Source: an optimization exercise on an open RTL-to-GDS flow (aim: a short achievable clock period and few clock cycles). Production flows keep margins and buffers that such runs may drop.
In this exercise RTL edits were held to simulation tests only and were not proved equivalent to the original.

## flow/design.v (module list and top-level ports; edited modules follow where they fit)
// module mul_stA: 1334 lines
// module mul_stB: 383 lines
// module CHIP: 179 lines
// module rf_read: 7 lines
// module jal_add: 5 lines
// module mul_add: 5 lines
// module ex_stage: 39 lines
module CHIP(clk,
            rst_n,
            mem_wen_D,
            mem_addr_D,
            mem_wdata_D,
            mem_rdata_D,
            mem_addr_I,
            mem_rdata_I);
  // ...
==> flow/flow/run.sh <==
#!/bin/bash
# The standard ORFS layout (standard.sh) with these changes:
#  - synthesis leaves adders to ABC instead of mapping full/half-adder cells first
#    (ADDER_MAP_FILE empty); registers, names and the synthesis script are unchanged;
#  - port buffers are plain buffers (buf_4) rather than the delay cell buffer_ports picks.
# The SDC and every other step are the standard ones. Each make target logs to its own file.
set -euo pipefail
EXTRA='SETUP_SLACK_MARGIN=6.4 MATCH_CELL_FOOTPRINT=0 "BUFFER_PORTS_ARGS=-buffer_cell sky130_fd_sc_hd__buf_4"'
sed -E "s/\"\\\$\\{@:-finish\\}\"/$EXTRA \"\${@:-finish}\"/" standard.sh > my_standard.sh
grep -q "SETUP_SLACK_MARGIN=6.4 MATCH_CELL_FOOTPRINT=0" my_standard.sh
sed -E "s/\"\\\$\\{@:-finish\\}\"/ADDER_MAP_FILE= \"\${@:-finish}\"/" standard.sh > synth_standard.sh
grep -q "ADDER_MAP_FILE= " synth_standard.sh
bash synth_standard.sh synth > log_synth.txt 2>&1
for t in floorplan place cts route finish; do
  bash my_standard.sh $t > log_$t.txt 2>&1
done
==> flow/standard.sh <==
#!/bin/bash
# synth_recipe.tcl (not shown) runs the flow's synth.tcl, then flattens the netlist and writes it again
# the make line also repeats each setting of config.mk as NAME=value (left out here)
make -C /OpenROAD-flow-scripts/flow DESIGN_CONFIG=/design/flow/config.mk WORK_HOME=/design/flow/orfs CLKGATE_MAP_FILE= SYNTH_SCRIPT=/design/flow/synth_recipe.tcl "${@:-finish}"
==> flow/config.mk <==
export PLATFORM = sky130hd
export DESIGN_NAME = CHIP
export DESIGN_NICKNAME = CHIP
export VERILOG_FILES = /design/flow/design.v
export SDC_FILE = /design/flow/constraint.sdc
export NUM_CORES = 4
export LEC_CHECK = 0
export CAP_MARGIN = 30
export CORE_MARGIN = 2
export CORE_UTILIZATION = 30
export PLACE_DENSITY = 0.45
export SLEW_MARGIN = 20
export SYNTH_HIERARCHICAL = 1
==> flow/constraint.sdc <==
create_clock -name core_clock -period 10.0 [get_ports {clk}]
set_input_delay 2.0000 -clock core_clock [delete_from_list [all_inputs] [get_ports {clk}]]
set_output_delay 2.0000 -clock core_clock [all_outputs]
set_load 0.01 [all_outputs]
==> summary.txt, run 1 <==
Status = complete, no violations
Die width = 634 microns
Xor-xnor portion of the synthesized cell area = 0.127
Fin area = 0.144 sq mm
Crit path launch = e_pc[8]$_DFFE_PN_
Most Crowded Layer GR = met2
Most frequent CP cell = maj3_2
Postcts setup bufs = 369
RSZ-0062 raised after global routing = true
Startpoint types = flip-flop
Most frequent cells in the layout = nand2_1, o21ai_0, dfrtp_1
Ant diodes = 15
Reg clk slew, reported paths = 0.07 ns
Area taken by multi-input logic gates = 0.0752 sq mm
Tapcell Cnt = 5,242
Top sig layer = met5
Top reg by flops = rf
Vias per cell = 5.49
Dpl ws = 3.92 ns
DRT iter0 DRCs = 10.0k
Hold Path Depth = 0
Vias in the first global route = 95.9k
Post-synth top area share = 0.217
Die area = 0.402 sq mm
Clock Skew = 0.185 ns
Seq cells post-synth = 1,724
Worst Setup End Kind = flip-flop
Final Wtd Congestion = 0.946
Crit Reg-Reg Endpoint = PC[24]$_DFF_PN0_
Area grow syn2layout = 21.4%
Worst-Margin Slew = 1.13 ns
Inverter count = 207
Met1 GRT Util = 0.318
Setup violations, final = 0
Most common cell in the netlist = nand2_1
Ranking of synthesized cells by area = dfrtp_1, dfxtp_1, mux4_2, xnor2_1, nand2_1
Testbench counts, summed over its fixed seeds: cycles 24,307.
==> module CHIP, before the edit <==
module CHIP(clk,
            rst_n,
            mem_wen_D,
            mem_addr_D,
            mem_wdata_D,
            mem_rdata_D,
            mem_addr_I,
            mem_rdata_I);
    input         clk, rst_n ;
    output        mem_wen_D  ;
    output [31:0] mem_addr_D ;
    output [31:0] mem_wdata_D;
    input  [31:0] mem_rdata_D;
    output [31:0] mem_addr_I ;
    input  [31:0] mem_rdata_I;
    reg  [31:0] PC;
    reg  [31:0] PC_o;                       
    reg         e_valid;
    reg  [31:0] e_a, e_b, e_r2, e_imm, e_pc, e_link;
    reg         e_selA, e_selB, e_selS;     
    reg  [4:0]  e_rd;
    reg         e_wr, e_load, e_store, e_beq, e_jal, e_jalr, e_mul;
    reg         e_add, e_sub, e_and, e_or, e_slt, e_sll, e_sra;
    localparam MQW = 252;                   
    reg  [MQW-1:0] mQ;
    reg  [63:0] mQ2;
    reg  [31:0] mres;
    reg         m_wr, m_load, m_mul;
    reg  [1:0]  m_ph;
    reg  [4:0]  m_rd;
    reg  [31:0] m_res;
    reg         m_wen;
    reg  [31:0] m_addr, m_wdata;
    reg  [31:0] rf [1:31];
    wire [31:0] mul_p;
    wire [31:0] wb = m_load ? mem_rdata_D : m_mul ? mres : m_res;
    wire [31:0] ins = mem_rdata_I;
    wire [4:0]  opc = ins[6:2];
    wire [2:0]  f3  = ins[14:12];
    wire [4:0]  rs1 = ins[19:15];
    wire [4:0]  rs2 = ins[24:20];
    wire [4:0]  rd  = ins[11:7];
    wire d_R     = (opc == 5'b01100);
    wire d_I     = (opc == 5'b00100);
    wire d_load  = (opc == 5'b00000);
    wire d_store = (opc == 5'b01000);
    wire d_beq   = (opc == 5'b11000);
    wire d_jal   = (opc == 5'b11011);
    wire d_jalr  = (opc == 5'b11001);
    wire d_auipc = (opc == 5'b00101);
    wire d_mul   = d_R & ins[25];
    wire d_use1  = ~(d_jal | d_auipc);
    wire d_use2  = d_R | d_store | d_beq;
    wire d_wr    = (d_R | d_I | d_load | d_jal | d_jalr | d_auipc) & (rd != 5'd0);
    wire d_useimm = ~(d_R | d_beq);
    reg [31:0] d_imm;
    always @(*) begin
        if (d_store)      d_imm = {{20{ins[31]}}, ins[31:25], ins[11:7]};
        else if (d_beq)   d_imm = {{20{ins[31]}}, ins[7], ins[30:25], ins[11:8], 1'b0};
        else if (d_auipc) d_imm = {ins[31:12], 12'b0};
        else              d_imm = {{20{ins[31]}}, ins[31:20]};
    end
    wire [991:0] rf_flat;
    genvar gi;
    generate
        for (gi = 1; gi < 32; gi = gi + 1) begin : g_flat
            assign rf_flat[32*gi-1 -: 32] = rf[gi];
        end
    endgenerate
    wire [31:0] rv1, rv2;
    rf_read rd1(.regs(rf_flat), .sel(rs1), .q(rv1));
    rf_read rd2(.regs(rf_flat), .sel(rs2), .q(rv2));
    wire hE1 = e_valid & e_wr & (e_rd == rs1);
    wire hE2 = e_valid & e_wr & (e_rd == rs2);
    wire hM1 = m_wr & (m_rd == rs1);
    wire hM2 = m_wr & (m_rd == rs2);
    wire load_use = e_valid & (e_load | e_mul) & ((hE1 & d_use1) | (hE2 & d_use2));
    wire [31:0] op1 = hM1 ? wb : rv1;
    wire [31:0] op2 = hM2 ? wb : rv2;
    wire [31:0] jal_tgt;
    jal_add jadd(.pc(PC), .ins(ins), .tgt(jal_tgt));
    wire [31:0] a, b, r2, alu, addr, tgt;
    wire        eq;
    ex_stage ex(
        .e_a(e_a), .e_b(e_b), .e_imm(e_imm), .e_pc(e_pc), .e_link(e_link),
        .e_r2(e_r2), .m_res(m_res),
        .selA(e_selA), .selB(e_selB), .selS(e_selS),
        .op_add(e_add), .op_sub(e_sub), .op_and(e_and), .op_or(e_or), .op_slt(e_slt),
        .op_sll(e_sll), .op_sra(e_sra), .op_link(e_jal | e_jalr), .jalr(e_jalr),
        .a(a), .b(b), .r2(r2), .alu(alu), .addr(addr), .eq(eq), .tgt(tgt));
    wire        m_busy = m_mul & ~m_ph[1];   
    wire        taken = e_valid & ~m_busy & (e_jalr | (e_beq & eq));
    wire [63:0] mul_r;
    wire [MQW-1:0] mul_q;
    mul_stA mulA(.a(a), .b(b), .q(mul_q));
    mul_stB mulB(.q(mQ), .p(mul_r));
    mul_add mulC(.r(mQ2), .p(mul_p));
    wire stall = load_use | m_busy;
    wire [31:0] pc_inc = PC + 32'd4;
    wire        s_t = taken;
    wire        s_h = ~taken & stall;
    wire        s_j = ~taken & ~stall & d_jal;
    wire        s_i = ~taken & ~stall & ~d_jal;
    wire [31:0] pc_nxt = ({32{s_t}} & tgt) | ({32{s_h}} & PC) |
                         ({32{s_j}} & jal_tgt) | ({32{s_i}} & pc_inc);
    wire [31:0] pco_nxt = ({32{s_t}} & tgt) | ({32{s_h}} & PC_o) |
                          ({32{s_j}} & jal_tgt) | ({32{s_i}} & pc_inc);
    assign mem_addr_I  = PC_o;
    assign mem_wen_D   = m_wen;
    assign mem_addr_D  = m_addr;
    assign mem_wdata_D = m_wdata;
    always @(posedge clk or negedge rst_n) begin
        if (!rst_n) begin
            PC      <= 32'h00010000;
            PC_o    <= 32'h00010000;
            e_valid <= 1'b0;
            m_wr    <= 1'b0;
            m_wen   <= 1'b0;
            m_mul   <= 1'b0;
            m_ph    <= 2'd0;
        end else begin
            PC      <= pc_nxt;
            PC_o    <= pco_nxt;
            m_ph    <= m_busy ? m_ph + 2'd1 : 2'd0;
            if (!m_busy) begin
                e_valid <= ~taken & ~load_use;
                m_wr    <= e_valid & e_wr;
                m_wen   <= e_valid & e_store;
                m_mul   <= e_valid & e_wr & e_mul;
            end
        end
    end
    always @(posedge clk) begin
        if (!m_busy) begin
        e_a    <= d_auipc ? PC : op1;
        e_b    <= d_useimm ? d_imm : op2;
        e_r2   <= op2;
        e_imm  <= d_imm;
        e_pc   <= PC;
        e_link <= pc_inc;
        e_selA <= ~d_auipc & hE1;
        e_selB <= ~d_useimm & hE2;
        e_selS <= hE2;
        e_rd   <= rd;
        e_wr   <= d_wr;
        e_load <= d_load;
        e_store <= d_store;
        e_beq  <= d_beq;
        e_jal  <= d_jal;
        e_jalr <= d_jalr;
        e_mul  <= d_mul;
        e_add  <= ~d_mul & ((d_R & f3 == 3'b000 & ~ins[30]) | (d_I & f3 == 3'b000) | d_auipc);
        e_sub  <= ~d_mul & d_R & f3 == 3'b000 & ins[30];
        e_and  <= ~d_mul & (d_R | d_I) & f3 == 3'b111;
        e_or   <= ~d_mul & (d_R | d_I) & f3 == 3'b110;
        e_slt  <= ~d_mul & (d_R | d_I) & f3 == 3'b010;
        e_sll  <= ~d_mul & (d_R | d_I) & f3 == 3'b001;
        e_sra  <= ~d_mul & (d_R | d_I) & f3 == 3'b101;
        m_rd    <= e_rd;
        m_load  <= e_load;
        end
        m_res   <= alu;
        m_addr  <= addr;
        m_wdata <= r2;
        mQ  <= mul_q;
        mQ2 <= mul_r;
        mres <= mul_p;
    end
    generate
        for (gi = 1; gi < 32; gi = gi + 1) begin : g_rf
            always @(posedge clk or negedge rst_n) begin
                if (!rst_n)
                    rf[gi] <= (gi == 2) ? 32'hbffffff0 : (gi == 3) ? 32'h10008000 : 32'h0;
                else if (m_wr && !m_busy && m_rd == gi)
                    rf[gi] <= wb;
            end
        end
    endgenerate
endmodule
==> inputs of run 2 (changes only) <==
--- a/flow/design.v
+++ b/flow/design.v
@@ -1809,7 +1809,7 @@
     wire        taken = e_valid & ~m_busy & (e_jalr | (e_beq & eq));
     wire [63:0] mul_r;
     wire [MQW-1:0] mul_q;
-    mul_stA mulA(.a(a), .b(b), .q(mul_q));
+    mul_ops mulO(.m_res(m_res), .e_a(e_a), .e_b(e_b), .selA(e_selA), .selB(e_selB), .q(mul_q));
     mul_stB mulB(.q(mQ), .p(mul_r));
     mul_add mulC(.r(mQ2), .p(mul_p));
     wire stall = load_use | m_busy;
@@ -1906,6 +1906,14 @@
     output [31:0] tgt;
     assign tgt = pc + {{12{ins[31]}}, ins[19:12], ins[20], ins[30:21], 1'b0};
 endmodule
+module mul_ops(m_res, e_a, e_b, selA, selB, q);
+    input  [31:0] m_res, e_a, e_b;
+    input         selA, selB;
+    output [251:0] q;
+    wire   [31:0] a = selA ? m_res : e_a;
+    wire   [31:0] b = selB ? m_res : e_b;
+    mul_stA st(.a(a), .b(b), .q(q));
+endmodule
 module mul_add(r, p);
     input  [63:0] r;
     output [31:0] p;
==> run 2 against run 1 <==
Still clean on timing, DRC and antenna. Routed wire length rose by 3.1%. Critical path depth stayed put. Fmax down 0.68%. Clock skew shrank 0.11 ns. Via count up 0.95%.
==> summary.txt, run 2 <==
Status = complete, no violations (unchanged)
Layout cell share with drive strength beyond 1 = 0.209 (was 0.228)
Dpl ws = 3.90 ns (was 3.92 ns)
Vias in the first global route = 96.4k (was 95.9k)
Crit path launch = e_link[1]$_DFFE_PN_ (was e_pc[8]$_DFFE_PN_)
H-tree Lvls = 4 (unchanged)
Residual DRC = 0 (unchanged)
Hold path start = mQ[5]$_DFF_P_ (unchanged)
Grt total ovfl = 0 (unchanged)
Most frequent CP cell = maj3_2 (unchanged)
Worst Setup End Kind = flip-flop (unchanged)
Wire per inst = 29.0 microns (was 28.0 microns)
Global-route track usage on met3 = 0.0394 (was 0.0376)
Max-cap violation count = 0 (unchanged)
Most Crowded Layer GR = met2 (unchanged)
Setup ws final = 5.65 ns (was 5.68 ns)
Port bufs = 160 (unchanged)
Filler Cell Count = 40.5k (was 40.0k)
DRT iter0 DRCs = 10.7k (was 10.0k)
Relative slew slack = 0.270 (was 0.243)
Req. time, crit path = 10.74 ns (was 10.81 ns)
Max Slew Vio Count = 0 (unchanged)
Final clock period utilization by the worst path = 0.435 (was 0.432)
Synth Area per Inst = 9.22 sq um (was 9.19 sq um)
Met1 GRT Util = 0.331 (was 0.318)
CP max stage delay = 0.54 ns (was 0.49 ns)
Clock Tree Buf Depth = 4 (unchanged)
Area grow syn2layout = 18.4% (was 21.4%)
Clock Skew = 0.0782 ns (was 0.185 ns)
Setup TNS = 0 ns (unchanged)
Fin crit period = 4.35 ns (was 4.32 ns)
Total global-route track usage = 0.251 (was 0.244)
Critical Path AT = 5.08 ns (was 5.13 ns)
Hpwl dp = 331 mm (was 314 mm)
RSZ-0062 raised after global routing = true (unchanged)
Initial core utilization = 0.301 (about the same)
Post-route ant nets = 0 (unchanged)
Met2 Track Usage GR = 0.396 (was 0.392)
CTS tree = yes (unchanged)
Ports = 163 (unchanged)
Largest net degree at the start of global routing = 159 (was 164)
Top reg by flops = rf (unchanged)
Final #Nets = 12.8k (was 12.9k)
Die width = 637 microns (was 634 microns)
Mapped Cells = 13.0k (about the same)
Setup violations, final = 0 (unchanged)
CTS Sinks = 1,724 (unchanged)
Fmax = 230 MHz (was 232 MHz)
Worst Path Max Fanout = 4 (was 5)
Die H = 637 microns (was 634 microns)
CP max stage cell = edfxtp_1 (unchanged)
Via count = 101k (was 100k)
Die area = 0.405 sq mm (was 0.402 sq mm)
Top Registers = rf x992, mQ x252, mQ2 x64 (unchanged)
Num CTS Buffers = 203 (was 212)
Post-CTS Hold Buffers = 0 (unchanged)
FF-to-FF Start = e_link[1]$_DFFE_PN_ (was e_pc[8]$_DFFE_PN_)
First-pass GRT wire length = 738 mm (was 714 mm)
Reg clk slew, reported paths = 0.06 ns (was 0.07 ns)
Final Wtd Congestion = 0.949 (was 0.946)
Area of the core = 0.399 sq mm (was 0.395 sq mm)
Worst path cell trace = a21oi_1 -> o221ai_2 -> a211o_1 -> a211oi_2 -> o211ai_1 -> o21bai_1 -> inv_1 -> maj3_2 -> maj3_2 -> maj3_2 -> xor2_1 -> mux2i_1 -> xnor2_2 -> a22o_1 -> a21o_1 -> a311o_1 (was a31oi_2 -> o22ai_1 -> a211o_1 -> a211oi_2 -> o211ai_1 -> o21bai_1 -> inv_1 -> maj3_2 -> maj3_2 -> maj3_2 -> xor2_1 -> mux2i_1 -> xnor2_2 -> a22o_1 -> a21o_1 -> a311o_1)
Most frequent cells in the layout = nand2_1, o21ai_0, dfrtp_1 (unchanged)
Worst-Margin Slew = 1.09 ns (was 1.13 ns)
Flop2flop setup slack = 5.65 ns (was 5.68 ns)
Startpoint types = flip-flop (unchanged)
HP Class = flip-flop to flip-flop (unchanged)
CTS root buf = clkbuf_16 (unchanged)
Most common cell after layout, fill and taps aside = nand2_1 (unchanged)
Drt total wl = 528 mm (was 512 mm)
Ys Warns = 8 (unchanged)
Fin. Hold Viols = 0 (unchanged)
Clock Latency Late Sink = 0.92 ns (was 1.02 ns)
Rows = 232 (was 231)
Initial antenna violation count = 38 (was 25)
Vias per cell = 5.57 (was 5.49)
Drt pass-1 iters = 6 (unchanged)
Max reg flops = 992 (unchanged)
Synthesized area = 0.120 sq mm (was 0.119 sq mm)
Crit path kind = flip-flop to flip-flop (unchanged)
==> run 2: layout make-up <==
type / instances / area (sq um) / area share
flip-flops and latches: 1724 / 42100 / 0.296
inverters: 202 / 808 / 0.00568
clock buffers: 288 / 5940 / 0.0417
clock inverters: 82 / 966 / 0.00679
repair buffers: 940 / 11100 / 0.0781
multi-input cells: 9680 / 74700 / 0.525
well taps: 5265 / 6590 / 0.0463
diodes: 16 / 40.0 / 0.000281
==> run 2: final timing paths <==
| path | end | cells past startpoint |
|---|---|---|
| worst max-delay path | PC[24]$_DFF_PN0_ | 16 |
| worst min-delay path | mQ2[2]$_DFF_P_ | 0 |
| worst max register to register | PC[24]$_DFF_PN0_ | 16 |
| worst min register to register | mQ2[2]$_DFF_P_ | 0 |
| max in group asynchronous | rf[31][12]$_DFFE_PN0P_ | 3 |
| min in group asynchronous | rf[24][21]$_DFFE_PN0P_ | 1 |
==> run 2: per-stage QoR <==
step / cell area, sq um / util / hold WS, ns / instances
2_1_floorplan: 121000 / - / 0.395 / 13000
3_3_place_gp: 124000 / 0.310 / 0.310 / 17300
3_5_place_dp: 124000 / 0.311 / 0.312 / 17300
4_1_cts: 139000 / 0.349 / 0.325 / 18100
5_1_grt: 142000 / 0.357 / 0.332 / 18200
6_report: 142000 / 0.357 / 0.323 / 18200
==> run 2: metal layers <==
metal / vias up / wire (microns) / part of all wire
li1: 45500 / - / -
met1: 50600 / 221000 / 0.42
met2: 4192 / 239000 / 0.45
met3: 1060 / 37600 / 0.071
met4: 8 / 30800 / 0.058
met5: - / 171 / 0.00032
==> run 2: repair_timing <==
| item | 4_1_cts | 5_1_grt |
|---|---|---|
| gates resized for setup | 887 | 350 |
| setup endpoints to repair | 285 | 207 |
| gates cloned | 75 | 10 |
| setup buffers | 310 | 94 |
| pin swaps | 207 | 181 |
==> run 2: worst max-delay path: cells and delay by family, from the launching register on <==
family,cells,cell delay (ns)
compound gates,9,2.12
xor+xnor,2,0.31
fa+ha+maj,3,0.95
buf+inv,1,0.07
flops,1,0.54
mux,1,0.21
Testbench counts of run 2, summed over its fixed seeds: cycles 24,307.
==> module jal_add, before the edit <==
module jal_add(pc, ins, tgt);
    input  [31:0] pc, ins;
    output [31:0] tgt;
    assign tgt = pc + {{12{ins[31]}}, ins[19:12], ins[20], ins[30:21], 1'b0};
endmodule
==> module ex_stage, before the edit <==
module ex_stage(e_a, e_b, e_r2, e_imm, e_pc, e_link, m_res, selA, selB, selS,
                op_add, op_sub, op_and, op_or, op_slt, op_sll, op_sra, op_link, jalr,
                a, b, r2, alu, addr, eq, tgt);
    input  [31:0] e_a, e_b, e_r2, e_imm, e_pc, e_link, m_res;
    input         selA, selB, selS;
    input         op_add, op_sub, op_and, op_or, op_slt, op_sll, op_sra, op_link, jalr;
    output [31:0] a, b, r2, alu, addr, tgt;
    output        eq;
    assign a  = selA ? m_res : e_a;
    assign b  = selB ? m_res : e_b;
    assign r2 = selS ? m_res : e_r2;
    wire [31:0] bx_e = op_sub ? ~e_b : e_b;
    wire [31:0] bx_m = op_sub ? ~m_res : m_res;
    wire [31:0] s_ee = e_a + bx_e + {31'd0, op_sub};
    wire [31:0] s_me = m_res + bx_e + {31'd0, op_sub};
    wire [31:0] s_em = e_a + bx_m + {31'd0, op_sub};
    wire [31:0] s_mm = m_res + bx_m + {31'd0, op_sub};
    wire [31:0] sum = ({32{ selA &  selB}} & s_mm) | ({32{ selA & ~selB}} & s_me) |
                      ({32{~selA &  selB}} & s_em) | ({32{~selA & ~selB}} & s_ee);
    wire [31:0] addr_m = m_res + e_imm;
    wire [31:0] addr_e = e_a + e_imm;
    assign addr = ({32{selA}} & addr_m) | ({32{~selA}} & addr_e);
    wire        lt  = $signed(a) < $signed(b);
    wire [31:0] shl = a << b[4:0];
    wire [31:0] shr = $signed(a) >>> b[4:0];
    assign alu = ({32{op_add | op_sub}} & sum) |
                 ({32{op_and}} & (a & b)) |
                 ({32{op_or}}  & (a | b)) |
                 ({32{op_slt}} & {31'd0, lt}) |
                 ({32{op_sll}} & shl) |
                 ({32{op_sra}} & shr) |
                 ({32{op_link}} & e_link);
    wire eq_a = (m_res == e_r2);            
    wire eq_b = (e_a == m_res);             
    wire eq_e = (e_a == e_r2);              
    assign eq = (selA & (selS | eq_a)) | (~selA & selS & eq_b) | (~selA & ~selS & eq_e);
    wire [31:0] btgt = e_pc + e_imm;
    assign tgt = ({32{jalr}} & addr) | ({32{~jalr}} & btgt);
endmodule
==> inputs of run 3 (changes only) <==
--- a/flow/design.v
+++ b/flow/design.v
@@ -1806,22 +1806,25 @@
         .op_sll(e_sll), .op_sra(e_sra), .op_link(e_jal | e_jalr), .jalr(e_jalr),
         .a(a), .b(b), .r2(r2), .alu(alu), .addr(addr), .eq(eq), .tgt(tgt));
     wire        m_busy = m_mul & ~m_ph[1];   
-    wire        taken = e_valid & ~m_busy & (e_jalr | (e_beq & eq));
+    wire        taken = e_valid & (e_jalr | (e_beq & eq));
     wire [63:0] mul_r;
     wire [MQW-1:0] mul_q;
     mul_ops mulO(.m_res(m_res), .e_a(e_a), .e_b(e_b), .selA(e_selA), .selB(e_selB), .q(mul_q));
     mul_stB mulB(.q(mQ), .p(mul_r));
     mul_add mulC(.r(mQ2), .p(mul_p));
-    wire stall = load_use | m_busy;
+    wire mul_wait = (e_valid & e_mul) | (m_mul & (m_ph == 2'd0)) |
+                    (m_mul & (m_ph == 2'd1) & ((hM1 & d_use1) | (hM2 & d_use2)));
+    wire stall = load_use | mul_wait;
     wire [31:0] pc_inc = PC + 32'd4;
     wire        s_t = taken;
     wire        s_h = ~taken & stall;
     wire        s_j = ~taken & ~stall & d_jal;
     wire        s_i = ~taken & ~stall & ~d_jal;
-    wire [31:0] pc_nxt = ({32{s_t}} & tgt) | ({32{s_h}} & PC) |
-                         ({32{s_j}} & jal_tgt) | ({32{s_i}} & pc_inc);
-    wire [31:0] pco_nxt = ({32{s_t}} & tgt) | ({32{s_h}} & PC_o) |
-                          ({32{s_j}} & jal_tgt) | ({32{s_i}} & pc_inc);
+    wire [31:0] pc_oth  = ({32{s_t}} & tgt) | ({32{s_h}} & PC) | ({32{s_i}} & pc_inc);
+    wire [31:0] pco_oth = ({32{s_t}} & tgt) | ({32{s_h}} & PC_o) | ({32{s_i}} & pc_inc);
+    wire [31:0] pc_nxt, pco_nxt;
+    pc_pick pick1(.s(s_j), .x(jal_tgt), .y(pc_oth), .q(pc_nxt));
+    pc_pick pick2(.s(s_j), .x(jal_tgt), .y(pco_oth), .q(pco_nxt));
     assign mem_addr_I  = PC_o;
     assign mem_wen_D   = m_wen;
     assign mem_addr_D  = m_addr;
@@ -1839,8 +1842,8 @@
             PC      <= pc_nxt;
             PC_o    <= pco_nxt;
             m_ph    <= m_busy ? m_ph + 2'd1 : 2'd0;
+            e_valid <= ~taken & ~stall;
             if (!m_busy) begin
-                e_valid <= ~taken & ~load_use;
                 m_wr    <= e_valid & e_wr;
                 m_wen   <= e_valid & e_store;
                 m_mul   <= e_valid & e_wr & e_mul;
@@ -1848,9 +1851,10 @@
         end
     end
     always @(posedge clk) begin
-        if (!m_busy) begin
-        e_a    <= d_auipc ? PC : op1;
-        e_b    <= d_useimm ? d_imm : op2;
+        e_a    <= ({32{d_auipc}} & PC) | ({32{~d_auipc & hM1}} & wb) |
+                  ({32{~d_auipc & ~hM1}} & rv1);
+        e_b    <= ({32{d_useimm}} & d_imm) | ({32{~d_useimm & hM2}} & wb) |
+                  ({32{~d_useimm & ~hM2}} & rv2);
         e_r2   <= op2;
         e_imm  <= d_imm;
         e_pc   <= PC;
@@ -1873,8 +1877,9 @@
         e_slt  <= ~d_mul & (d_R | d_I) & f3 == 3'b010;
         e_sll  <= ~d_mul & (d_R | d_I) & f3 == 3'b001;
         e_sra  <= ~d_mul & (d_R | d_I) & f3 == 3'b101;
-        m_rd    <= e_rd;
-        m_load  <= e_load;
+        if (!m_busy) begin
+            m_rd    <= e_rd;
+            m_load  <= e_load;
         end
         m_res   <= alu;
         m_addr  <= addr;
@@ -1904,7 +1909,20 @@
 module jal_add(pc, ins, tgt);
     input  [31:0] pc, ins;
     output [31:0] tgt;
-    assign tgt = pc + {{12{ins[31]}}, ins[19:12], ins[20], ins[30:21], 1'b0};
+    wire [20:0] imm = {ins[31], ins[19:12], ins[20], ins[30:21], 1'b0};
+    wire [21:0] lo  = {1'b0, pc[20:0]} + {1'b0, imm};
+    wire [10:0] hi_p = pc[31:21] + 11'd1;
+    wire [10:0] hi_m = pc[31:21] - 11'd1;
+    wire        sp  = lo[21] & ~ins[31];
+    wire        sm  = ~lo[21] & ins[31];
+    wire [10:0] hi  = ({11{sp}} & hi_p) | ({11{sm}} & hi_m) | ({11{~(sp | sm)}} & pc[31:21]);
+    assign tgt = {hi, lo[20:0]};
+endmodule
+module pc_pick(s, x, y, q);
+    input         s;
+    input  [31:0] x, y;
+    output [31:0] q;
+    assign q = s ? x : y;
 endmodule
 module mul_ops(m_res, e_a, e_b, selA, selB, q);
     input  [31:0] m_res, e_a, e_b;
@@ -1919,6 +1937,18 @@
     output [31:0] p;
     assign p = r[31:0] + r[63:32];
 endmodule
+module add32(x, y, c, s);
+    input  [31:0] x, y;
+    input         c;
+    output [31:0] s;
+    assign s = x + y + {31'd0, c};
+endmodule
+module addsub32(x, y, sub, s);
+    input  [31:0] x, y;
+    input         sub;
+    output [31:0] s;
+    assign s = x + (sub ? ~y : y) + {31'd0, sub};
+endmodule
 module ex_stage(e_a, e_b, e_r2, e_imm, e_pc, e_link, m_res, selA, selB, selS,
                 op_add, op_sub, op_and, op_or, op_slt, op_sll, op_sra, op_link, jalr,
                 a, b, r2, alu, addr, eq, tgt);
@@ -1930,16 +1960,16 @@
     assign a  = selA ? m_res : e_a;
     assign b  = selB ? m_res : e_b;
     assign r2 = selS ? m_res : e_r2;
-    wire [31:0] bx_e = op_sub ? ~e_b : e_b;
-    wire [31:0] bx_m = op_sub ? ~m_res : m_res;
-    wire [31:0] s_ee = e_a + bx_e + {31'd0, op_sub};
-    wire [31:0] s_me = m_res + bx_e + {31'd0, op_sub};
-    wire [31:0] s_em = e_a + bx_m + {31'd0, op_sub};
-    wire [31:0] s_mm = m_res + bx_m + {31'd0, op_sub};
+    wire [31:0] s_ee, s_me, s_em, s_mm;
+    addsub32 add_ee(.x(e_a),   .y(e_b),   .sub(op_sub), .s(s_ee));
+    addsub32 add_me(.x(m_res), .y(e_b),   .sub(op_sub), .s(s_me));
+    addsub32 add_em(.x(e_a),   .y(m_res), .sub(op_sub), .s(s_em));
+    addsub32 add_mm(.x(m_res), .y(m_res), .sub(op_sub), .s(s_mm));
     wire [31:0] sum = ({32{ selA &  selB}} & s_mm) | ({32{ selA & ~selB}} & s_me) |
                       ({32{~selA &  selB}} & s_em) | ({32{~selA & ~selB}} & s_ee);
-    wire [31:0] addr_m = m_res + e_imm;
-    wire [31:0] addr_e = e_a + e_imm;
+    wire [31:0] addr_m, addr_e;
+    add32 add_am(.x(m_res), .y(e_imm), .c(1'b0), .s(addr_m));
+    add32 add_ae(.x(e_a),   .y(e_imm), .c(1'b0), .s(addr_e));
     assign addr = ({32{selA}} & addr_m) | ({32{~selA}} & addr_e);
     wire        lt  = $signed(a) < $signed(b);
     wire [31:0] shl = a << b[4:0];
@@ -1955,6 +1985,7 @@
     wire eq_b = (e_a == m_res);             
     wire eq_e = (e_a == e_r2);              
     assign eq = (selA & (selS | eq_a)) | (~selA & selS & eq_b) | (~selA & ~selS & eq_e);
-    wire [31:0] btgt = e_pc + e_imm;
+    wire [31:0] btgt;
+    add32 add_bt(.x(e_pc), .y(e_imm), .c(1'b0), .s(btgt));
     assign tgt = ({32{jalr}} & addr) | ({32{~jalr}} & btgt);
 endmodule
==> run 3 against run 2 <==
Flip-flop and latch count stayed put. Worst hold slack lost 0.032 ns. Synthesized area up 8.0%. First-iteration DRC count is 3.6% higher. Final cell count grew 8.7%. Utilization shrank 0.94 points. Worst setup slack got worse by 0.093 ns. Critical path depth unchanged. Sequential share of layout area decreased by 2.8 points. Fmax decreased by 2.1%. Routed wire length rose by 11%. Highest routed layer unchanged.
==> summary.txt, run 3 <==
Status = complete, no violations (unchanged)
Filler Cell Count = 43.9k (was 40.5k)
Synthesized area = 0.130 sq mm (was 0.120 sq mm)
Crit path kind = flip-flop to flip-flop (unchanged)
Largest net degree at the start of global routing = 128 (was 159)
Crit Reg-Reg Endpoint = m_res[24]$_DFF_P_ (was PC[24]$_DFF_PN0_)
Post-CTS Hold Buffers = 0 (unchanged)
Area of the core = 0.431 sq mm (was 0.399 sq mm)
Synth Area per Inst = 9.07 sq um (was 9.22 sq um)
Rows = 241 (was 232)
Flop2flop setup slack = 5.56 ns (was 5.65 ns)
Die width = 662 microns (was 637 microns)
Port bufs = 160 (unchanged)
Area grow syn2layout = 15.3% (was 18.4%)
Relative slew slack = 0.131 (was 0.270)
Clock Skew = 0.116 ns (was 0.0782 ns)
CP max stage delay = 0.57 ns (was 0.54 ns)
Setup violations, final = 0 (unchanged)
Reg2reg path depth = 16 (unchanged)
Req. time, crit path = 10.82 ns (was 10.74 ns)
Final clock period utilization by the worst path = 0.444 (was 0.435)
Ports = 163 (unchanged)
Most frequent cells in the layout = nand2_1, o21ai_0, xnor2_1 (was nand2_1, o21ai_0, dfrtp_1)
CTS Sinks = 1,724 (unchanged)
Crit path launch = m_res[12]$_DFF_P_ (was e_link[1]$_DFFE_PN_)
Setup TNS = 0 ns (unchanged)
Vias in the first global route = 105k (was 96.4k)
Worst-Margin Slew = 1.30 ns (was 1.09 ns)
DRT iter0 DRCs = 11.1k (was 10.7k)
Max reg flops = 992 (unchanged)
Most common cell after layout, fill and taps aside = nand2_1 (unchanged)
Reg clk slew, reported paths = 0.07 ns (was 0.06 ns)
CTS root buf = clkbuf_16 (unchanged)
CTS tree = yes (unchanged)
H-tree Lvls = 4 (unchanged)
CP max stage cell = mux4_2 (was edfxtp_1)
Worst path cell trace = buf_16 -> nand2b_4 -> maj3_2 -> a21o_1 -> o311a_1 -> o221a_1 -> buf_6 -> o21ai_4 -> a21oi_4 -> o41a_1 -> mux2i_2 -> xnor2_2 -> mux4_2 -> nand2_2 -> nand4_1 -> a311o_1 (was a21oi_1 -> o221ai_2 -> a211o_1 -> a211oi_2 -> o211ai_1 -> o21bai_1 -> inv_1 -> maj3_2 -> maj3_2 -> maj3_2 -> xor2_1 -> mux2i_1 -> xnor2_2 -> a22o_1 -> a21o_1 -> a311o_1)
HP Class = flip-flop to flip-flop (unchanged)
Final Wtd Congestion = 0.948 (was 0.949)
Total global-route track usage = 0.259 (was 0.251)
FF-to-FF Start = m_res[12]$_DFF_P_ (was e_link[1]$_DFFE_PN_)
Fin. Hold Viols = 0 (unchanged)
Max Slew Vio Count = 0 (unchanged)
Clock Tree Buf Depth = 4 (unchanged)
Ys Warns = 8 (unchanged)
CP delay by family, top = compound AO/OA/AOI/OAI gates (unchanged)
Grt total ovfl = 0 (unchanged)
Vias per cell = 5.63 (was 5.57)
RSZ-0062 raised after global routing = true (unchanged)
Hold Path Sink = mQ2[2]$_DFF_P_ (unchanged)
First-pass GRT wire length = 815 mm (was 738 mm)
Die H = 662 microns (was 637 microns)
Top Registers = rf x992, mQ x252, mQ2 x64 (unchanged)
Initial core utilization = 0.301 (about the same)
Crit path buf inv count = 2 (was 1)
Post-route ant nets = 0 (unchanged)
Core Util, Final = 0.347 (was 0.357)
Mapped Cells = 14.3k (was 13.0k)
Fmax = 225 MHz (was 230 MHz)
Drt total wl = 589 mm (was 528 mm)
Layout cell share with drive strength beyond 1 = 0.198 (was 0.209)
Hpwl dp = 374 mm (was 331 mm)
Hold Path Depth = 0 (unchanged)
Worst Setup End Kind = flip-flop (unchanged)
Critical Path AT = 5.26 ns (was 5.08 ns)
Top reg by flops = rf (unchanged)
Initial antenna violation count = 66 (was 38)
Worst hold slack = 0.291 ns (was 0.323 ns)
Max-cap violation count = 0 (unchanged)
Via count = 111k (was 101k)
Final #Nets = 13.9k (was 12.8k)
Setup ws final = 5.56 ns (was 5.65 ns)
Residual DRC = 0 (unchanged)
Worst Path Max Fanout = 5 (was 4)
Clock Latency Late Sink = 1.01 ns (was 0.92 ns)
Dpl ws = 4.13 ns (was 3.90 ns)
Fin crit period = 4.44 ns (was 4.35 ns)
Drt pass-1 iters = 8 (was 6)
Wire per inst = 29.8 microns (was 29.0 microns)
Startpoint types = flip-flop (unchanged)
Die area = 0.438 sq mm (was 0.405 sq mm)
Num CTS Buffers = 210 (was 203)
Hold path start = mQ[5]$_DFF_P_ (unchanged)
run 3: changes by cell type in the layout (fill, tap and decap cells not counted), moves of 109 or more:
cell | previous run | this run
edfxtp_1 | 218 | 6
o21ai_1 | 275 | 141
inv_1 | 153 | 262
dfxtp_1 | 438 | 597
buf_4 | 592 | 460
o21ai_0 | 1110 | 1267
nand3_1 | 122 | 299
xnor2_1 | 890 | 1053
run 3: worst max-delay path by stage:
stage                               endpoint  slack (ns)  cells after the start
after floorplan             PC[14]$_DFF_PN0_        6.01                      9
after global placement        e_a[2]$_DFF_P_        4.10                     10
after detailed placement  PC_o[29]$_DFF_PN0_        4.13                     11
after CTS                  m_res[30]$_DFF_P_        5.69                     15
after global routing       m_res[30]$_DFF_P_        5.55                     17
final                      m_res[24]$_DFF_P_        5.56                     16
run 3: layer usage:
| metal | track usage | part of all wire |
|---|---|---|
| met1 | 0.332 | 0.41 |
| met2 | 0.402 | 0.44 |
| met3 | 0.0518 | 0.078 |
| met4 | 0.153 | 0.073 |
| met5 | 0 | 0.00026 |
run 3: layout make-up:
class	instances	area (sq um)	area share
flip-flops and latches	1724	40100	0.268
clock inverters	79	1010	0.00677
repair buffers	794	9730	0.0650
clock buffers	305	6160	0.0412
well taps	5710	7140	0.0478
diodes	46	115	0.000769
inverters	281	1080	0.00722
multi-input cells	10800	84200	0.563
run 3: metrics by stage:
step / instance area (sq um) / instances
final: 150000 / 19800
after global routing: 150000 / 19800
after CTS: 147000 / 19600
after detailed placement: 134000 / 19000
after global placement: 133000 / 19000
after floorplan: 130000 / 14300
run 3: worst register-to-register path: cells and delay by family (launching register included):
family	cells	cell delay, ns
adder cells (fa/ha/maj)	1	0.39
buffers and inverters	2	0.30
XOR/XNOR	1	0.14
flip-flops	1	0.41
AND/OR/NAND/NOR	3	0.47
AO/OA/AOI/OAI	7	1.76
multiplexers	2	0.78
run 3: repair_timing:
action / 4_1_cts / 5_1_grt
cloned: 58 / 22
resized for setup: 801 / 212
pin swaps: 135 / 83
buffers inserted: 174 / 78
setup endpoints to repair: 307 / 315
Testbench counts of run 3, summed over its fixed seeds: cycles 24,322.
==> inputs of run 4 (changes only) <==
--- a/flow/design.v
+++ b/flow/design.v
@@ -1737,7 +1737,8 @@
     reg         e_selA, e_selB, e_selS;     
     reg  [4:0]  e_rd;
     reg         e_wr, e_load, e_store, e_beq, e_jal, e_jalr, e_mul;
-    reg         e_add, e_sub, e_and, e_or, e_slt, e_sll, e_sra;
+    reg         e_sub, e_and, e_or, e_slt, e_sll, e_sra;
+    reg  [3:0]  e_rsum;                     
     localparam MQW = 252;                   
     reg  [MQW-1:0] mQ;
     reg  [63:0] mQ2;
@@ -1792,6 +1793,9 @@
     wire hM1 = m_wr & (m_rd == rs1);
     wire hM2 = m_wr & (m_rd == rs2);
     wire load_use = e_valid & (e_load | e_mul) & ((hE1 & d_use1) | (hE2 & d_use2));
+    wire d_addsub = ~d_mul & ((d_R & f3 == 3'b000) | (d_I & f3 == 3'b000) | d_auipc);
+    wire fA = ~d_auipc & hE1;
+    wire fB = ~d_useimm & hE2;
     wire [31:0] op1 = hM1 ? wb : rv1;
     wire [31:0] op2 = hM2 ? wb : rv2;
     wire [31:0] jal_tgt;
@@ -1802,7 +1806,7 @@
         .e_a(e_a), .e_b(e_b), .e_imm(e_imm), .e_pc(e_pc), .e_link(e_link),
         .e_r2(e_r2), .m_res(m_res),
         .selA(e_selA), .selB(e_selB), .selS(e_selS),
-        .op_add(e_add), .op_sub(e_sub), .op_and(e_and), .op_or(e_or), .op_slt(e_slt),
+        .rsum(e_rsum), .op_sub(e_sub), .op_and(e_and), .op_or(e_or), .op_slt(e_slt),
         .op_sll(e_sll), .op_sra(e_sra), .op_link(e_jal | e_jalr), .jalr(e_jalr),
         .a(a), .b(b), .r2(r2), .alu(alu), .addr(addr), .eq(eq), .tgt(tgt));
     wire        m_busy = m_mul & ~m_ph[1];   
@@ -1859,8 +1863,8 @@
         e_imm  <= d_imm;
         e_pc   <= PC;
         e_link <= pc_inc;
-        e_selA <= ~d_auipc & hE1;
-        e_selB <= ~d_useimm & hE2;
+        e_selA <= fA;
+        e_selB <= fB;
         e_selS <= hE2;
         e_rd   <= rd;
         e_wr   <= d_wr;
@@ -1870,8 +1874,8 @@
         e_jal  <= d_jal;
         e_jalr <= d_jalr;
         e_mul  <= d_mul;
-        e_add  <= ~d_mul & ((d_R & f3 == 3'b000 & ~ins[30]) | (d_I & f3 == 3'b000) | d_auipc);
         e_sub  <= ~d_mul & d_R & f3 == 3'b000 & ins[30];
+        e_rsum <= {4{d_addsub}} & {fA & fB, fA & ~fB, ~fA & fB, ~fA & ~fB};
         e_and  <= ~d_mul & (d_R | d_I) & f3 == 3'b111;
         e_or   <= ~d_mul & (d_R | d_I) & f3 == 3'b110;
         e_slt  <= ~d_mul & (d_R | d_I) & f3 == 3'b010;
@@ -1950,11 +1954,12 @@
     assign s = x + (sub ? ~y : y) + {31'd0, sub};
 endmodule
 module ex_stage(e_a, e_b, e_r2, e_imm, e_pc, e_link, m_res, selA, selB, selS,
-                op_add, op_sub, op_and, op_or, op_slt, op_sll, op_sra, op_link, jalr,
+                rsum, op_sub, op_and, op_or, op_slt, op_sll, op_sra, op_link, jalr,
                 a, b, r2, alu, addr, eq, tgt);
     input  [31:0] e_a, e_b, e_r2, e_imm, e_pc, e_link, m_res;
     input         selA, selB, selS;
-    input         op_add, op_sub, op_and, op_or, op_slt, op_sll, op_sra, op_link, jalr;
+    input  [3:0]  rsum;
+    input         op_sub, op_and, op_or, op_slt, op_sll, op_sra, op_link, jalr;
     output [31:0] a, b, r2, alu, addr, tgt;
     output        eq;
     assign a  = selA ? m_res : e_a;
@@ -1965,8 +1970,6 @@
     addsub32 add_me(.x(m_res), .y(e_b),   .sub(op_sub), .s(s_me));
     addsub32 add_em(.x(e_a),   .y(m_res), .sub(op_sub), .s(s_em));
     addsub32 add_mm(.x(m_res), .y(m_res), .sub(op_sub), .s(s_mm));
-    wire [31:0] sum = ({32{ selA &  selB}} & s_mm) | ({32{ selA & ~selB}} & s_me) |
-                      ({32{~selA &  selB}} & s_em) | ({32{~selA & ~selB}} & s_ee);
     wire [31:0] addr_m, addr_e;
     add32 add_am(.x(m_res), .y(e_imm), .c(1'b0), .s(addr_m));
     add32 add_ae(.x(e_a),   .y(e_imm), .c(1'b0), .s(addr_e));
@@ -1974,7 +1977,8 @@
     wire        lt  = $signed(a) < $signed(b);
     wire [31:0] shl = a << b[4:0];
     wire [31:0] shr = $signed(a) >>> b[4:0];
-    assign alu = ({32{op_add | op_sub}} & sum) |
+    assign alu = ({32{rsum[3]}} & s_mm) | ({32{rsum[2]}} & s_me) |
+                 ({32{rsum[1]}} & s_em) | ({32{rsum[0]}} & s_ee) |
                  ({32{op_and}} & (a & b)) |
                  ({32{op_or}}  & (a | b)) |
                  ({32{op_slt}} & {31'd0, lt}) |
==> run 4 against run 3 <==
Sequential share of layout area fell by 0.11 points. Clock skew rose by 0.030 ns. Still clean on timing, DRC and antenna. Fmax rose by 0.58%. Synthesized cell count fell by 0.70%.
==> summary.txt, run 4 <==
Worst Path Max Fanout = 7 (was 5)
CP max stage delay = 0.45 ns (was 0.57 ns)
Die width = 663 microns (was 662 microns)
Flop2flop setup slack = 5.59 ns (was 5.56 ns)
Most frequent cells in the layout = nand2_1, o21ai_0, xnor2_1 (unchanged)
Ports = 163 (unchanged)
Final Wtd Congestion = 0.936 (was 0.948)
DRT iter0 DRCs = 11.0k (was 11.1k)
Ys Warns = 8 (unchanged)
Die H = 663 microns (was 662 microns)
Die area = 0.440 sq mm (was 0.438 sq mm)
Worst path cell trace = buf_16 -> buf_12 -> clkbuf_16 -> a31o_1 -> a21oi_2 -> a21oi_2 -> a311oi_2 -> o21ai_4 -> a211o_4 -> buf_4 -> a41o_4 -> a21oi_4 -> o21ai_1 -> xnor2_1 -> a222oi_1 -> nand2_1 -> a311oi_2 -> o211ai_1 (was buf_16 -> nand2b_4 -> maj3_2 -> a21o_1 -> o311a_1 -> o221a_1 -> buf_6 -> o21ai_4 -> a21oi_4 -> o41a_1 -> mux2i_2 -> xnor2_2 -> mux4_2 -> nand2_2 -> nand4_1 -> a311o_1)
Area of the core = 0.434 sq mm (was 0.431 sq mm)
HP Class = flip-flop to flip-flop (unchanged)
Crit Reg-Reg Endpoint = m_res[25]$_DFF_P_ (was m_res[24]$_DFF_P_)
CTS tree = yes (unchanged)
Startpoint types = flip-flop (unchanged)
Clock Tree Buf Depth = 4 (unchanged)
Req. time, crit path = 10.79 ns (was 10.82 ns)
Rows = 242 (was 241)
Final #Nets = 13.8k (was 13.9k)
Worst setup path end = m_res[25]$_DFF_P_ (was m_res[24]$_DFF_P_)
Synth Area per Inst = 9.18 sq um (was 9.07 sq um)
Final clock period utilization by the worst path = 0.441 (was 0.444)
Synthesized area = 0.130 sq mm (about the same)
Clock Latency Late Sink = 0.99 ns (was 1.01 ns)
CTS root buf = clkbuf_16 (unchanged)
Max Slew Vio Count = 0 (unchanged)
Cell count along the critical path = 18 (was 16)
Port bufs = 160 (unchanged)
Drt pass-1 iters = 8 (unchanged)
Residual DRC = 0 (unchanged)
Reg2reg path depth = 18 (was 16)
Setup TNS = 0 ns (unchanged)
Vias per cell = 5.55 (was 5.63)
CP max stage cell = a222oi_1 (was mux4_2)
Largest net degree at the start of global routing = 155 (was 128)
Fmax = 227 MHz (was 225 MHz)
Num CTS Buffers = 207 (was 210)
FF-to-FF Start = e_sub$_DFF_P_ (was m_res[12]$_DFF_P_)
First-pass GRT wire length = 797 mm (was 815 mm)
Post-route ant nets = 0 (unchanged)
Status = complete, no violations (unchanged)
Critical Path AT = 5.20 ns (was 5.26 ns)
Crit path launch = e_sub$_DFF_P_ (was m_res[12]$_DFF_P_)
Grt total ovfl = 0 (unchanged)
Wire per inst = 28.7 microns (was 29.8 microns)
Mapped Cells = 14.2k (was 14.3k)
Max-cap violation count = 0 (unchanged)
Vias in the first global route = 104k (was 105k)
Crit path buf inv count = 4 (was 2)
Initial core utilization = 0.301 (about the same)
Worst Setup End Kind = flip-flop (unchanged)
H-tree Lvls = 4 (unchanged)
Reg clk slew, reported paths = 0.07 ns (about the same)
Relative slew slack = 0.320 (was 0.131)
CTS Sinks = 1,727 (was 1,724)
Clock Skew = 0.147 ns (was 0.116 ns)
Fin. Hold Viols = 0 (unchanged)
Filler Cell Count = 44.4k (was 43.9k)
Total global-route track usage = 0.248 (was 0.259)
Core Util, Final = 0.347 (about the same)
Fin crit period = 4.41 ns (was 4.44 ns)
RSZ-0062 raised after global routing = true (unchanged)
Worst-Margin Slew = 0.991 ns (was 1.30 ns)
Most common cell after layout, fill and taps aside = nand2_1 (unchanged)
Area grow syn2layout = 15.3% (about the same)
Top reg by flops = rf (unchanged)
Max reg flops = 992 (unchanged)
Setup violations, final = 0 (unchanged)
Via count = 110k (was 111k)
Crit path kind = flip-flop to flip-flop (unchanged)
Initial antenna violation count = 52 (was 66)
Hpwl dp = 363 mm (was 374 mm)
Layout cell share with drive strength beyond 1 = 0.200 (was 0.198)
Top Registers = rf x992, mQ x252, mQ2 x64 (unchanged)
Drt total wl = 567 mm (was 589 mm)
CP delay by family, top = compound AO/OA/AOI/OAI gates (unchanged)
==> run 4: how the worst min path moves through the flow <==
stage               cells after the start  slack, ns        startpoint                to
floorplan                               0       0.36  PC[11]$_DFF_PN0_  e_pc[11]$_DFF_P_
global placement                        0       0.31     mQ[5]$_DFF_P_    mQ2[2]$_DFF_P_
detailed placement                      0       0.31     mQ[5]$_DFF_P_    mQ2[2]$_DFF_P_
CTS                                     0       0.33     mQ[5]$_DFF_P_    mQ2[2]$_DFF_P_
global route                            0       0.33     mQ[2]$_DFF_P_   mQ2[33]$_DFF_P_
finish                                  0       0.33     mQ[2]$_DFF_P_   mQ2[33]$_DFF_P_
==> run 4: final cells by class <==
class | instances | area [sq um] | area share
multi-input cells | 10700 | 84600 | 0.562
flip-flops and latches | 1727 | 40200 | 0.267
repair buffers | 780 | 9770 | 0.0650
well taps | 5734 | 7170 | 0.0477
clock buffers | 279 | 5980 | 0.0398
clock inverters | 108 | 1400 | 0.00931
inverters | 282 | 1090 | 0.00724
diodes | 91 | 228 | 0.00151
==> run 4: per-layer routing <==
metal,global-route usage,vias to the layer above,wire length [microns]
li1,-,50000,-
met1,0.326,54500,240000
met2,0.386,4023,251000
met3,0.0363,1061,36600
met4,0.145,16,38800
met5,0,-,96
==> run 4: stage by stage <==
step                      cells  cell area [sq um]  setup WS (ns)  hold WS, ns
after floorplan           14200             131000           6.01        0.364
after global placement    18900             133000           4.04        0.312
after detailed placement  18900             134000           4.04        0.312
after CTS                 19600             148000           5.79        0.325
after global routing      19700             150000           5.55        0.333
final                     19700             150000           5.59        0.326
==> run 4: repair_timing <==
item / in CTS / in global routing
pin swaps: 162 / 98
setup endpoints to repair: 274 / 171
setup buffers: 202 / 51
hold buffers: 0 / 0
resized for setup: 837 / 197
gates cloned: 64 / 17
==> run 4: worst reg2reg max path, stage by stage (launching register included) <==
cell and delay, ns:
dfxtp_4 0.42, buf_16 0.19, buf_12 0.16, clkbuf_16 0.18, a31o_1 0.19, a21oi_2 0.16
a21oi_2 0.06, a311oi_2 0.32, o21ai_4 0.18, a211o_4 0.40, buf_4 0.15, a41o_4 0.23
a21oi_4 0.27, o21ai_1 0.12, xnor2_1 0.18, a222oi_1 0.45, nand2_1 0.21, a311oi_2 0.28
o211ai_1 0.17
Testbench counts of run 4, summed over its fixed seeds: cycles 24,322.
==> inputs of run 5 (changes only) <==
--- a/flow/config.mk
+++ b/flow/config.mk
@@ -7,7 +7,7 @@
 export LEC_CHECK = 0
 export CAP_MARGIN = 30
 export CORE_MARGIN = 2
-export CORE_UTILIZATION = 30
-export PLACE_DENSITY = 0.45
+export CORE_UTILIZATION = 45
+export PLACE_DENSITY = 0.6
 export SLEW_MARGIN = 20
 export SYNTH_HIERARCHICAL = 1
==> run 5 against run 4 <==
Still clean on timing, DRC and antenna. Synthesized area did not move. Worst hold slack got worse by 0.024 ns. Via count rose by 3.5%. Critical endpoint is now m_res[31]$_DFF_P_.
==> summary.txt, run 5 <==
Most frequent cells in the layout = nand2_1, o21ai_0, xnor2_1 (unchanged)
CP max stage cell = a222oi_1 (unchanged)
Vias per cell = 6.36 (was 5.55)
Top Registers = rf x992, mQ x252, mQ2 x64 (unchanged)
Hpwl dp = 322 mm (was 363 mm)
Startpoint types = flip-flop (unchanged)
DRT iter0 DRCs = 13.7k (was 11.0k)
Clock Latency Late Sink = 0.93 ns (was 0.99 ns)
Worst path cell trace = buf_12 -> buf_16 -> buf_16 -> a31oi_1 -> o21ai_1 -> o21ai_2 -> a21oi_1 -> o32a_1 -> a211o_1 -> buf_4 -> a211o_1 -> nor2_4 -> nand3_2 -> and3_4 -> a222oi_1 -> o2111ai_1 -> a31o_2 (was buf_16 -> buf_12 -> clkbuf_16 -> a31o_1 -> a21oi_2 -> a21oi_2 -> a311oi_2 -> o21ai_4 -> a211o_4 -> buf_4 -> a41o_4 -> a21oi_4 -> o21ai_1 -> xnor2_1 -> a222oi_1 -> nand2_1 -> a311oi_2 -> o211ai_1)
Relative slew slack = 0.264 (was 0.320)
Worst-Margin Slew = 1.10 ns (was 0.991 ns)
Hold Path Sink = mQ2[1]$_DFF_P_ (was mQ2[33]$_DFF_P_)
Final #Nets = 13.9k (was 13.8k)
Vias in the first global route = 104k (about the same)
Most common cell after layout, fill and taps aside = nand2_1 (unchanged)
Layout cell share with drive strength beyond 1 = 0.208 (was 0.200)
Area of the core = 0.288 sq mm (was 0.434 sq mm)
Ys Warns = 8 (unchanged)
Initial antenna violation count = 39 (was 52)
Die H = 542 microns (was 663 microns)
Area post-placement = 0.131 sq mm (was 0.134 sq mm)
Core Util, Final = 0.517 (was 0.347)
CTS Sinks = 1,727 (unchanged)
FF-to-FF Start = e_sub$_DFF_P_ (unchanged)
Synthesized area = 0.130 sq mm (unchanged)
Worst Path Max Fanout = 7 (unchanged)
Drt total wl = 530 mm (was 567 mm)
Synth Area per Inst = 9.18 sq um (unchanged)
Status = complete, no violations (unchanged)
Ports = 163 (unchanged)
CTS tree = yes (unchanged)
Max Slew Vio Count = 0 (unchanged)
Total global-route track usage = 0.344 (was 0.248)
Residual DRC = 0 (unchanged)
Flop2flop setup slack = 5.54 ns (was 5.59 ns)
Reg2reg path depth = 17 (was 18)
Req. time, crit path = 10.78 ns (was 10.79 ns)
Largest net degree at the start of global routing = 173 (was 155)
Critical Path AT = 5.24 ns (was 5.20 ns)
Clock Tree Buf Depth = 4 (unchanged)
Fin crit period = 4.46 ns (was 4.41 ns)
Port bufs = 160 (unchanged)
Fmax = 224 MHz (was 227 MHz)
Worst Setup End Kind = flip-flop (unchanged)
Filler Cell Count = 26.2k (was 44.4k)
Fin. Hold Viols = 0 (unchanged)
Register area = 0.0402 sq mm (about the same)
Via count = 113k (was 110k)
Crit path kind = flip-flop to flip-flop (unchanged)
Hold Path Depth = 0 (unchanged)
RSZ-0062 raised after global routing = true (unchanged)
Mapped Cells = 14.2k (unchanged)
Die width = 542 microns (was 663 microns)
Setup violations, final = 0 (unchanged)
Grt total ovfl = 0 (unchanged)
Setup TNS = 0 ns (unchanged)
First-pass GRT wire length = 745 mm (was 797 mm)
Crit Reg-Reg Endpoint = m_res[31]$_DFF_P_ (was m_res[25]$_DFF_P_)
Area taken by multi-input logic gates = 0.0853 sq mm (was 0.0846 sq mm)
HP Class = flip-flop to flip-flop (unchanged)
Hold path start = mQ[1]$_DFF_P_ (was mQ[2]$_DFF_P_)
Reg clk slew, reported paths = 0.07 ns (about the same)
Top reg by flops = rf (unchanged)
H-tree Lvls = 4 (unchanged)
Rows = 197 (was 242)
Final Wtd Congestion = 1.04 (was 0.936)
Final clock period utilization by the worst path = 0.446 (was 0.441)
Num CTS Buffers = 199 (was 207)
Initial core utilization = 0.452 (was 0.301)
Die area = 0.294 sq mm (was 0.440 sq mm)
Drt pass-1 iters = 10 (was 8)
Max-cap violation count = 0 (unchanged)
Clock Skew = 0.124 ns (was 0.147 ns)
Post-route ant nets = 0 (unchanged)
Max reg flops = 992 (unchanged)
Area grow syn2layout = 14.4% (was 15.3%)
CP max stage delay = 0.84 ns (was 0.45 ns)
Fin area = 0.149 sq mm (was 0.150 sq mm)
Wire per inst = 29.7 microns (was 28.7 microns)
CTS root buf = clkbuf_16 (unchanged)
## run 5: cell type report
type,count,area share
multi-input cells,10800,0.572
clock buffers,272,0.0377
clock inverters,82,0.00615
inverters,282,0.00728
flip-flops and latches,1727,0.270
well taps,3781,0.0317
diodes,38,0.000638
repair buffers,897,0.0751
## run 5: metal layers
metal	wire length [microns]	vias to the layer above	track usage
met2	222000	6331	0.504
li1	-	50200	-
met3	58800	1690	0.0949
met4	43600	22	0.236
met1	205000	55200	0.440
met5	331	-	0.00460
## run 5: critical path: cells and delay by family, from the launching register on
family                 cells  cell delay (ns)
buffers and inverters      4             0.64
AND/OR/NAND/NOR            3             0.49
AO/OA/AOI/OAI             10             2.79
flip-flops                 1             0.36
## run 5: worst max path at each step
| stage | startpoint | end | slack [ns] | cells after the start |
|---|---|---|---|---|
| floorplan | mem_rdata_I[29] | PC[14]$_DFF_PN0_ | 6.01 | 9 |
| global placement | mem_rdata_I[20] | e_b[23]$_DFF_P_ | 3.61 | 9 |
| detailed placement | mem_rdata_I[20] | e_b[23]$_DFF_P_ | 3.58 | 9 |
| CTS | m_res[17]$_DFF_P_ | m_res[31]$_DFF_P_ | 5.77 | 14 |
| global route | e_sub$_DFF_P_ | m_res[25]$_DFF_P_ | 5.62 | 17 |
| finish | e_sub$_DFF_P_ | m_res[31]$_DFF_P_ | 5.54 | 17 |
## run 5: through the flow
| step | hold slack (ns) | setup WS, ns | std cells |
|---|---|---|---|
| 2_1_floorplan | 0.364 | 6.01 | 14200 |
| 3_3_place_gp | 0.311 | 3.61 | 16900 |
| 3_5_place_dp | 0.313 | 3.58 | 17000 |
| 4_1_cts | 0.311 | 5.77 | 17600 |
| 5_1_grt | 0.318 | 5.62 | 17800 |
| 6_report | 0.302 | 5.54 | 17800 |
## run 5: repair_timing
action,CTS,global route
buffers inserted,219,123
endpoints found under the setup margin,335,167
cloned,87,32
pin swaps,163,195
resized for setup,868,334
hold buffers,0,0

separate check: timing with driven ports:
No port has a modelled driver above. Below, the same layouts with a new extraction and two added sets of constraints.
Step 1 (the two cells are an assumption about what drives the block):
set clk [get_ports {clk}]
set_driving_cell -lib_cell sky130_fd_sc_hd__clkbuf_16 $clk
set_driving_cell -lib_cell sky130_fd_sc_hd__buf_2 [delete_from_list [all_inputs] $clk]
Step 2 adds t to the input delays and takes it off the output delays; t is the mean of the earliest and latest rising clock arrival at the registers after step 1. Input paths then give back, and output paths get back, about the clock's delay inside the block.
Three values: ideal ports, drivers, drivers and shift; two values: the first two.
run | shift t [ns] | slack for setup (ns) | worst setup path after step 2 | worst slew at a driven data input, ns
run 1 | 1.032 | 5.682 / 5.638 / 4.606 | input to register | 0.48
run 2 | 0.992 | 5.652 / 5.652 / 4.669 | input to register | 0.50
run 3 | 1.086 | 5.560 / 5.560 / 4.746 | input to register | 0.66
run 4 | 1.040 | 5.586 / 5.586 / 5.047 | input to register | 0.37
run 5 | 0.965 | 5.537 / 5.537 / 5.085 | input to register | 0.26
After both steps every run listed still meets setup and hold. For run 1, which loses most, drivers alone change the setup slack by -0.044 ns; drivers and shift together by -1.076 ns.
